This is an optimization exercise on Yosys and OpenROAD, whose aim is small area, not a production implementation.
For this run, only the layout was checked, not whether the RTL still works.
Power is estimated from default activity; no workload was simulated.

==> design/flow/design.v <==
`timescale 1ns / 1ps
module baud_rate_generator (
    input          clk,          
    input          rst,          
    input          load_divisor, 
    input  [7:0]   dll,          
    input  [7:0]   dlm,          
    output reg     baud_tick,    
    output reg     tick16        
);
    reg [15:0] divisor_reg;       
    reg [15:0] count_16x;         
    reg [3:0]  baud_tick_counter; 
    wire [15:0] divisor_value = {dlm, dll};
    always @(posedge clk or posedge rst) begin
        if (rst) begin
            divisor_reg       <= 16'd651;  
            count_16x         <= 16'd0;
            baud_tick_counter <= 4'd0;
            baud_tick         <= 1'b0;
            tick16            <= 1'b0;
        end else begin
            if (load_divisor) begin
                divisor_reg       <= divisor_value;
                count_16x         <= 16'd0;
                baud_tick_counter <= 4'd0;
                baud_tick         <= 1'b0;
                tick16            <= 1'b0;
            end else begin
                baud_tick <= 1'b0;
                tick16    <= 1'b0;
                if (count_16x == divisor_reg - 1) begin
                    count_16x <= 16'd0;    
                    tick16    <= 1'b1;     
                    if (baud_tick_counter == 4'd15) begin
                        baud_tick_counter <= 4'd0;    
                        baud_tick         <= 1'b1;    
                    end else begin
                        baud_tick_counter <= baud_tick_counter + 1; 
                    end
                end else begin
                    count_16x <= count_16x + 1; 
                end
            end
        end
    end
endmodule
`timescale 1ns / 1ps
module fifo (
    input clk,
    input rst,
    input wr_en,
    input rd_en,
    input [7:0] din,
    output wire [7:0] dout,  
    output reg [4:0] count,
    output full,
    output empty
);
    reg [7:0] mem [0:15];  
    reg [3:0] rd_ptr, wr_ptr;
    assign full  = (count == 5'd16);  
    assign empty = (count == 0);
    assign dout = mem[rd_ptr];  
    always @(posedge clk or posedge rst) begin
        if (rst) begin
            count <= 0;
            rd_ptr <= 0;
            wr_ptr <= 0;
        end else begin
            if (wr_en && !full) begin
                mem[wr_ptr] <= din;
                wr_ptr <= (wr_ptr == 15) ? 0 : wr_ptr + 1;
            end
            if (rd_en && !empty) begin
                rd_ptr <= (rd_ptr == 15) ? 0 : rd_ptr + 1;
            end
            case ({wr_en && !full, rd_en && !empty})
                2'b01: count <= count - 1;  
                2'b10: count <= count + 1;  
                2'b11: count <= count;      
                default: count <= count;    
            endcase
        end
    end
endmodule
`timescale 1ns/1ps
module registers (
    input clk, rst, cs, wr,
    input [2:0] addr,
    input [7:0] wdata, rbr, iir, lsr, thr,
    output [7:0]  dll, dlm, ier, lcr, scr,
    output reg write_thr, read_rbr, load_divisor, fifo_rst_tx, fifo_rst_rx,
    output reg [7:0] rdata
);
    reg [7:0] fcr;
    wire dlab = lcr[7];   
    reg [7:0] scr_reg;
    reg [7:0] lcr_reg;
    reg [7:0] dll_reg;
    reg [7:0] dlm_reg;
    reg [7:0] ier_reg;
    reg [7:0] iir_reg;
    reg [7:0] lsr_reg;
    always @(posedge clk or posedge rst) begin
        if (rst) begin
            dll_reg <= 8'd0;
            dlm_reg <= 8'd0;
            ier_reg <= 8'd0;
            lcr_reg <= 8'd0;
            scr_reg <= 8'd0;
            fcr <= 8'd0;
            write_thr <= 1'b0;
            load_divisor <= 1'b0;
            fifo_rst_tx <= 1'b0;
            fifo_rst_rx <= 1'b0;
        end else begin
            write_thr <= 1'b0;
            load_divisor <= 1'b0;
            fifo_rst_tx <= 1'b0;
            fifo_rst_rx <= 1'b0;
            if (cs && wr) begin
                case (addr)
                    3'd0: begin
                        if (dlab) begin
                            dll_reg <= wdata;
                            load_divisor <= 1'b1;
                        end else begin
                            write_thr <= 1'b1;
                        end
                    end
                    3'd1: begin
                        if (dlab) begin
                            dlm_reg <= wdata;
                            load_divisor <= 1'b1;
                        end else begin
                            ier_reg <= wdata;
                        end
                    end
                    3'd2: begin
                        fcr <= wdata;
                        fifo_rst_rx <= wdata[1];  
                        fifo_rst_tx <= wdata[2];
                    end
                    3'd3: lcr_reg <= wdata;
                    3'd7: scr_reg <= wdata;
                    default: ;  
                endcase
            end
        end
    end
    assign dll = dll_reg;
    assign dlm = dlm_reg;
    assign ier = ier_reg;
    assign lcr = lcr_reg;
    assign scr = scr_reg;
    always @(*) begin
        rdata = 8'd0;
        read_rbr = 1'b0;
        if (cs && !wr) begin
            case (addr)
                3'd0: begin
                    if (dlab) begin
                        rdata = dll_reg;
                   end else begin
                        rdata = rbr;
                        read_rbr = 1'b1;
                    end
                end
                3'd1: begin  
                    if (dlab) begin
                        rdata = dlm_reg;
                    end else begin
                        rdata = ier_reg;
                    end
                end
                3'd2: begin  
                    rdata = iir;
                end
                3'd3: begin  
                    rdata = lcr_reg;
                end
                3'd5: begin  
                    rdata = lsr;
                end
                3'd7: begin  
                    rdata = scr_reg;
                end
                default: begin
                    rdata = 8'h00;  
                end
            endcase
        end
    end
endmodule
`timescale 1ns/1ps
module tx (
    input        clk,
    input        rst,
    input        baud_tick,
    input        write_thr,
    input  [7:0] thr_data,
    input  [7:0] lcr,
    output       stx,
    output reg   thr_empty,
    output reg   tx_done
);
    localparam IDLE   = 3'd0,
               START  = 3'd1,
               DATA   = 3'd2,
               PARITY = 3'd3,
               STOP   = 3'd4;
    reg [2:0]  state, next_state;
    reg [3:0]  tick_count;
    reg [7:0]  shift_reg;
    reg [7:0]  tx_data_latched;   
    reg        parity_bit;
    reg        stx_reg;
    reg [2:0]  bit_count;
    wire [1:0] word_len_sel = lcr[1:0];
    wire [3:0] word_len = (word_len_sel == 2'b00) ? 4'd5 :
                          (word_len_sel == 2'b01) ? 4'd6 :
                          (word_len_sel == 2'b10) ? 4'd7 : 4'd8;
    wire       parity_en   = lcr[3];
    wire       even_parity = lcr[4];
    wire       stop_bit2   = lcr[2];
    always @(posedge clk or posedge rst) begin
        if (rst)
            state <= IDLE;
        else
            state <= next_state;
    end
    always @(*) begin
        next_state = state;
        case (state)
            IDLE:   if (write_thr) next_state = START;
            START:  if (baud_tick) next_state = DATA;
            DATA:   if (baud_tick && (bit_count == word_len - 1))
                        next_state = parity_en ? PARITY : STOP;
            PARITY: if (baud_tick) next_state = STOP;
            STOP:   if (baud_tick) next_state = IDLE;
        endcase
    end
    always @(posedge clk or posedge rst) begin
        if (rst) begin
            tick_count     <= 0;
            bit_count      <= 0;
            tx_done        <= 0;
            shift_reg      <= 0;
            tx_data_latched <= 8'h00;
            parity_bit     <= 1'b0;
        end else begin
            tx_done <= 0;
            if (write_thr) begin
                tx_data_latched <= thr_data;
            end
            if (baud_tick) begin
                tick_count <= 0;
                case (state)
                    START: begin
                        shift_reg <= tx_data_latched;  
                        bit_count <= 0;
                        if (parity_en)
                            parity_bit <= even_parity ? ~(^tx_data_latched) : ^tx_data_latched;
                    end
                    DATA: begin
                        if (bit_count < word_len - 1) begin
                            shift_reg <= shift_reg >> 1;
                            bit_count <= bit_count + 1;
                        end
                    end
                    STOP: begin
                        tx_done <= 1;
                    end
                endcase
            end else if (state != IDLE) begin
                tick_count <= tick_count + 1;
            end
        end
    end
    always @(*) begin
        case (state)
            IDLE:    stx_reg = 1'b1;
            START:   stx_reg = 1'b0;
            DATA:    stx_reg = shift_reg[0];
            PARITY:  stx_reg = parity_bit;
            STOP:    stx_reg = 1'b1;
            default: stx_reg = 1'b1;
        endcase
    end
    assign stx = stx_reg;
    always @(*) begin
        thr_empty = (state == IDLE);
    end
endmodule
`timescale 1ns/1ps
module rx(
  input        clk, rst,
  input        baud_tick,    
  input        tick16,       
  input        srx,          
  input  [7:0] lcr,          
  output reg [7:0] rbr,      
  output reg     rbr_full,   
  output reg     frame_err,  
  output reg     parity_err  
);
  localparam IDLE=0, START=1, DATA=2, STOP=3;
  reg [1:0]  state;
  reg [3:0]  os_count;     
  reg [2:0]  bit_count;    
  reg [7:0]  shift_reg;    
  reg [1:0]  srx_sync;     
  reg        srx_prev;     
  reg calculated_parity;
  integer j;
  reg rbr_full_d;
  wire [3:0] word_len = (lcr[1:0]==2'b11) ? 8 :
                         (lcr[1:0]==2'b10) ? 7 :
                         (lcr[1:0]==2'b01) ? 6 : 5;
  wire parity_en = lcr[3];  
  wire even_parity = lcr[4];  
  reg expected_parity_bit_value;
  always @(posedge clk) begin
    srx_sync <= {srx_sync[0], srx};
    srx_prev <= srx_sync[1]; 
  end
  always @(posedge clk or posedge rst) begin
    if (rst) begin
        state       <= IDLE;
        os_count    <= 4'd0;
        bit_count   <= 3'd0;
        rbr_full    <= 1'b0;
        rbr_full_d<=1'b0;
        frame_err   <= 1'b0;
        parity_err  <= 1'b0;
        shift_reg   <= 8'd0;
    end else begin
        rbr_full    <= 1'b0; 
        rbr_full_d<=rbr_full;
        frame_err   <= 1'b0; 
        case (state)
            IDLE: begin
                if (srx_sync[1] == 1'b0) begin 
                    state    <= START;
                    os_count <= 4'd0; 
                end
            end
            START: begin
                if (tick16) begin 
                    os_count <= os_count + 1;
                    if (os_count == 8) begin  
                        if (srx_sync[1] == 1'b0) begin 
                            state       <= DATA;
                            os_count    <= 4'd0; 
                            bit_count   <= 3'd0; 
                        end else begin
                            frame_err <= 1'b1;
                            state     <= IDLE;
                        end
                    end
                end
            end
            DATA: begin
                if (tick16) begin 
                    os_count <= os_count + 1;
                    if (os_count == 8) begin 
                        shift_reg[bit_count] <= srx_sync[1]; 
                    end
                    if (os_count == 15) begin 
                        if (bit_count == word_len - 1) begin  
                            state       <= STOP;
                            os_count    <= 4'd0; 
                        end else begin
                            bit_count   <= bit_count + 1; 
                            os_count    <= 4'd0; 
                        end
                    end
                end
            end
            STOP: begin
                if (tick16) begin 
                    os_count <= os_count + 1;
                    if (os_count == 8) begin
                        if (srx_sync[1] != 1'b1) frame_err <= 1'b1; 
                    end
                    if (os_count == 15) begin 
                        rbr_full <= 1'b1; 
                        rbr      <= shift_reg; 
                        state    <= IDLE; 
                        os_count <= 4'd0; 
                    end
                end
            end
            default: state <= IDLE; 
        endcase
    end
end
endmodule
`timescale 1ns / 1ps
module uart_16550 (
    input         clk,         
    input         rst,         
    input         cs,          
    input         wr,          
    input  [2:0]  addr,        
    input  [7:0]  wdata,       
    output [7:0]  rdata,       
    output        irq,         
    input         rx,          
    output        tx,          
    output        out1,        
    output        out2         
);
    wire [7:0] rbr, iir, lsr, thr;
    wire [7:0] dll, dlm, ier, lcr, scr;
    wire write_thr, read_rbr, load_divisor;
    wire fifo_rst_tx, fifo_rst_rx;
    wire tick16;
    wire baud_tick;
    wire tx_done, thr_empty;
    wire rbr_full, frame_err, parity_err;
    wire [7:0] tx_fifo_out, rx_fifo_out;
    wire [4:0] tx_fifo_count, rx_fifo_count;
    wire tx_fifo_full, tx_fifo_empty;
    wire rx_fifo_full, rx_fifo_empty;
    wire tx_fifo_wr = write_thr && !lcr[7];  
    wire tx_fifo_rd = (thr_empty && !tx_fifo_empty);  
    wire rx_fifo_wr = rbr_full;
    wire rx_fifo_rd = read_rbr;
     wire [7:0] rx_rbr_output;  
    wire rx_rbr_full_output;   
    assign rbr_full = rx_rbr_full_output;
    reg rx_fifo_wr_delayed;
    always @(posedge clk or posedge rst) begin
        if (rst) begin
            rx_fifo_wr_delayed <= 1'b0;
        end else begin
            rx_fifo_wr_delayed <= rx_rbr_full_output;  
        end
    end
    assign lsr = {
        1'b0,                       
        (thr_empty && tx_fifo_empty),  
        thr_empty,                  
        frame_err,                  
        parity_err,                 
        1'b0,                       
        (rx_fifo_full && rbr_full),  
        !rx_fifo_empty              
    };
    assign iir = 8'b0000_0100;  
    assign out1 = 1'b0;
    assign out2 = 1'b0;
    registers reg_file (
        .clk(clk),
        .rst(rst),
        .cs(cs),
        .wr(wr),
        .addr(addr),
        .wdata(wdata),
        .rbr(rx_fifo_empty ? 8'h00 : rx_fifo_out),  
        .iir(iir),
        .lsr(lsr),
        .thr(tx_fifo_out),  
        .rdata(rdata),
        .dll(dll),
        .dlm(dlm),
        .ier(ier),
        .lcr(lcr),
        .scr(scr),
        .write_thr(write_thr),
        .read_rbr(read_rbr),
        .load_divisor(load_divisor),
        .fifo_rst_tx(fifo_rst_tx),
        .fifo_rst_rx(fifo_rst_rx)
    );
    baud_rate_generator baud_gen (
        .clk(clk),
        .rst(rst),
        .load_divisor(load_divisor),
        .dll(dll),
        .dlm(dlm),
        .baud_tick(baud_tick),
        .tick16(tick16)
    );
    fifo tx_fifo (
        .clk(clk),
        .rst(rst | fifo_rst_tx),
        .wr_en(tx_fifo_wr),
        .rd_en(tx_fifo_rd),
        .din(wdata),  
        .dout(tx_fifo_out),  
        .count(tx_fifo_count),
        .full(tx_fifo_full),
        .empty(tx_fifo_empty)
    );
    fifo rx_fifo (
        .clk(clk),
        .rst(rst | fifo_rst_rx),
        .wr_en(rx_fifo_wr_delayed),
        .rd_en(read_rbr),
        .din(rx_rbr_output),  
        .dout(rx_fifo_out),  
        .count(rx_fifo_count),
        .full(rx_fifo_full),
        .empty(rx_fifo_empty)
    );
    tx transmitter (
        .clk(clk),
        .rst(rst),
        .baud_tick(baud_tick),
        .write_thr(tx_fifo_rd),  
        .thr_data(tx_fifo_out),
        .lcr(lcr),
        .stx(tx),
        .thr_empty(thr_empty),
        .tx_done(tx_done)
    );
    rx receiver (
        .clk(clk),
        .rst(rst),
        .baud_tick(baud_tick),
        .tick16(tick16),
        .srx(rx),  
        .lcr(lcr),
        .rbr(rx_rbr_output),
        .rbr_full(rx_rbr_full_output),
        .frame_err(frame_err),
        .parity_err(parity_err)
    );
    assign irq = !rx_fifo_empty && ier[0];
endmodule
==> design/flow/run.sh <==
#!/bin/bash
# synth_recipe.tcl (not shown) runs the flow's synth.tcl, then flattens the netlist and writes it again
# the make line also repeats each setting of config.mk as NAME=value (left out here)
make -C /OpenROAD-flow-scripts/flow DESIGN_CONFIG=/design/flow/config.mk WORK_HOME=/design/flow/orfs CLKGATE_MAP_FILE= SYNTH_SCRIPT=/design/flow/synth_recipe.tcl finish
==> design/flow/config.mk <==
export PLATFORM = sky130hd
export DESIGN_NAME = uart_16550
export DESIGN_NICKNAME = uart_16550
export VERILOG_FILES = /design/flow/design.v
export SDC_FILE = /design/flow/constraint.sdc
export NUM_CORES = 4
export LEC_CHECK = 0
export CAP_MARGIN = 20
export CORE_MARGIN = 2
export CORE_UTILIZATION = 40
export PLACE_DENSITY = 0.6
export SLEW_MARGIN = 20
==> design/flow/constraint.sdc <==
create_clock -name core_clock -period 10.0 [get_ports {clk}]
set_input_delay 2.0000 -clock core_clock [delete_from_list [all_inputs] [get_ports {clk}]]
set_output_delay 2.0000 -clock core_clock [all_outputs]
set_load 0.01 [all_outputs]
==> run summary <==
==> area by class of cell <==
cell class                      instances  area (sq um)  area share
Timing Repair Buffer                   48           423      0.0204
Tap cell                              600           751      0.0363
Sequential cell                       417         11800       0.568
Clock inverter                         23           220      0.0106
Inverter                               45           171     0.00829
Antenna cell                            2          5.00    0.000242
Clock buffer                           58          1180      0.0572
Multi-Input combinational cell        881          6180       0.299
==> power by group through the flow <==
| stage | Sequential, mW | Combinational, mW | Clock [mW] |
|---|---|---|---|
| global route | 2.11 | 1.59 | 1.69 |
| finish | 2.09 | 1.46 | 1.60 |
| detailed placement | 2.12 | 1.45 | 0 |
| floorplan | 2.06 | 1.06 | 0 |
| CTS | 2.09 | 1.46 | 1.63 |
| global placement | 2.12 | 1.44 | 0 |
==> stage by stage <==
step / util / power, mW / instance area [sq um]
after global placement: 0.424 / 3.56 / 19300
final: 0.456 / 5.15 / 20700
after global routing: 0.456 / 5.40 / 20700
after CTS: 0.456 / 5.18 / 20700
after floorplan: - / 3.12 / 18400
after detailed placement: 0.425 / 3.58 / 19300
==> layout by cell type (no fill, tap or decap), types with 27 or more instances in the layout <==
cell type | Yosys | layout
mux2_2 | 65 | 65
nand3_1 | 50 | 50
dfrtp_1 | 146 | 146
a21oi_1 | 45 | 45
inv_1 | 45 | 44
nor2_1 | 103 | 102
clkbuf_16 | 0 | 44
ha_1 | 40 | 40
o21ai_0 | 70 | 70
edfxtp_1 | 264 | 264
a222oi_1 | 28 | 28
a22oi_1 | 27 | 27
xnor2_1 | 38 | 38
nand2_1 | 122 | 122
==> synthesized netlist by cell type (9+ instances only) <==
master,instances
edfxtp_1,264
dfrtp_1,146
nand2_1,122
nor2_1,103
o21ai_0,70
mux2_2,65
clkbuf_1,55
nand3_1,50
a21oi_1,45
inv_1,45
ha_1,40
xnor2_1,38
a222oi_1,28
nor3_1,28
a22oi_1,27
a22o_1,23
mux2i_1,20
a221oi_1,19
xor2_1,18
buf_1,15
and2_1,14
nor2b_1,14
a31oi_1,13
a21o_1,11
mux4_2,10
and3_1,9
nand2b_1,9
nand4_1,9
==> path summary, 6_finish.rpt <==
path	from	to	slack (ns)	depth (start not counted)
worst min-delay path	reg_file.fifo_rst_rx	rx_fifo.rd_ptr[1]	0.31	1
worst max register to register	rx_fifo.count[1]	rx_fifo.count[4]	6.53	12
max in group asynchronous	rst	baud_gen.baud_tick_counter[3]	6.43	3
worst min register to register	reg_file.fifo_rst_rx	rx_fifo.rd_ptr[1]	0.31	1
worst max-delay path	addr[1]	rdata[1]	3.02	6
min in group core_clock	receiver.srx_sync[0]	receiver.srx_sync[1]	0.33	0
==> kinds of logic after synthesis <==
kind of cell             share of synthesized area
flip-flops                                   0.639
AND/OR/NAND/NOR                             0.0995
AO/OA/AOI/OAI                                0.114
buffers and inverters                       0.0269
multiplexers                                0.0641
XOR/XNOR                                    0.0267
adder cells (fa/ha/maj)                     0.0294
other                                     0.000204
==> metal layers <==
layer	track usage	routed length, um
met3	0.0360	2840
met5	0	8
met1	0.277	20500
met2	0.283	19800
met4	0.0576	1110
==> run summary <==
MaxCap Viol Count 0; CTS max path bufs 3; WL per Instance 21.3 um; Worst Hold Class reg2async; Nets 1,495; vias per cell 5.63; CP delay by family, top buffers and inverters; first-pass GRT wire length between 60,000 and 70,000 um; combinational power share 0.284; synth unique cells 78; Tmin final 6.98 ns; pre-CTS setup slack 3.15 ns; die width approximately 220 um; arrival time at the worst endpoint 4.98 ns; io pins 28; final worst clock skew 0.0292 ns; final worst slack 3.02 ns; CTS root buffer clkbuf_16; clk sinks 417; ranking of synthesized cells by area edfxtp_1 43%, dfrtp_1 20%, mux2_2 4.0%, ha_1 2.7%, nand2_1 2.5%; placer congestion estimate 0.849; # setup viols final 0; run status finished clean; I/O Buffers 25; Detailed Route WL 44,200 um; fillers 4,071; number of global-route vias before repair 11,400; Iteration-0 DRC Markers 1,374; switching pwr approximately 1.7 mW; placed cells 1,991; DR pass1 iterations 6; FMAX 143 MHz; YS warnings 7; switch share 0.327; Remaining Overflow, GRT 0; FF+latch count, synth 417; EDFF count, synth 264; Clock Pin Slew Worst Setup and Hold Paths 0.06 ns; Final HPWL DP about 28,000 um; Top Registers rx_fifo.mem (128), tx_fifo.mem (128); Cell Pwr Density 249 nW/um^2; Slew HR 0.266; Int Pwr 3.46 mW; initial antenna violation count 2; Crit path top cell by count clkdlybuf4s50_1; post-synth top area share 0.431; Clk network pwr share 0.310; worst slew pin tran 1.10 ns; DRC viols 0; Post-synth top flop edfxtp_1; H-tree depth 2; RSZ-0062 raised after global routing false; cts repair resizes 0; Leak 7.56 nW; TNS Setup 0 ns; Die ar. 47,700 sq um; Worst Path Buf+Inv 2; worst vdd ir 0.000116 V; period utilisation layout 0.698; GR Util All Layers 0.189; post-CTS setup buffer count 0; CP max stage delay 0.81 ns; via total after detailed routing about 12,000; Initial Util 0.405; row count 78; largest net degree at the start of global routing between 60 and 70; part of the Yosys area used for sequential elements 0.639; critical-path cell list clkdlybuf4s50_1 -> nor3_1 -> and2_1 -> o21ai_0 -> a21oi_1 -> clkdlybuf4s50_1; DIE HEIGHT 218 um; synthesized cell area approximately 18,000 sq um; CP max FO 22; CTS tree done; share of layout cells above drive strength 1 0.125; synthesized area per cell 13.0 sq um; clock latency on the worst-skew pair 0.58 ns; count of pins over their slew limit 0; Final Non-Filler Cells 2,074; Hold Slack 0.310 ns; Post-DRT Antenna Nets 0; critical path's slowest cell clkdlybuf4s50_1; Reg power frac 0.406; gate count of the mapped netlist 1,420; critical path capture point type primary output; CTS Hold Buffers Added 0; Post-synth ARST share 0.362; CTS Buf Count 44; leading area contributor after synthesis edfxtp_1; critical path launch point type input port; CP Data Required Time 8.00 ns; Final Hold Viols 0; Area Overhead vs Synth 12.4%; area of the core 45,400 sq um; Crit Path Class in2out

-- static timing again, ports no longer ideal --
The results above use ideal ports. As a check the final layout listed here was re-extracted and re-timed, cells and wires unchanged. Step 1, drivers: a clkbuf_16 drives clk and a buf_2 each remaining input, both assumed. Step 2 times the ports against the registers' clock, not the clock port: input delays grow and output delays shrink by t, the midpoint of the rising clock arrivals with the driver on. a / b / c = ideal ports / drivers / drivers and shift; a / b = the first two.
t, ns: 0.621
slack for setup (ns): 3.017 / 2.947 / 2.947
worst setup path after step 2: input to output
clock arrival spread, ns: 0.031 / 0.031
cell pins on the clock port's net: 1
After both steps setup and hold are still met in this run. For this run, drivers alone change the setup slack by -0.070 ns; drivers and shift together by -0.070 ns.
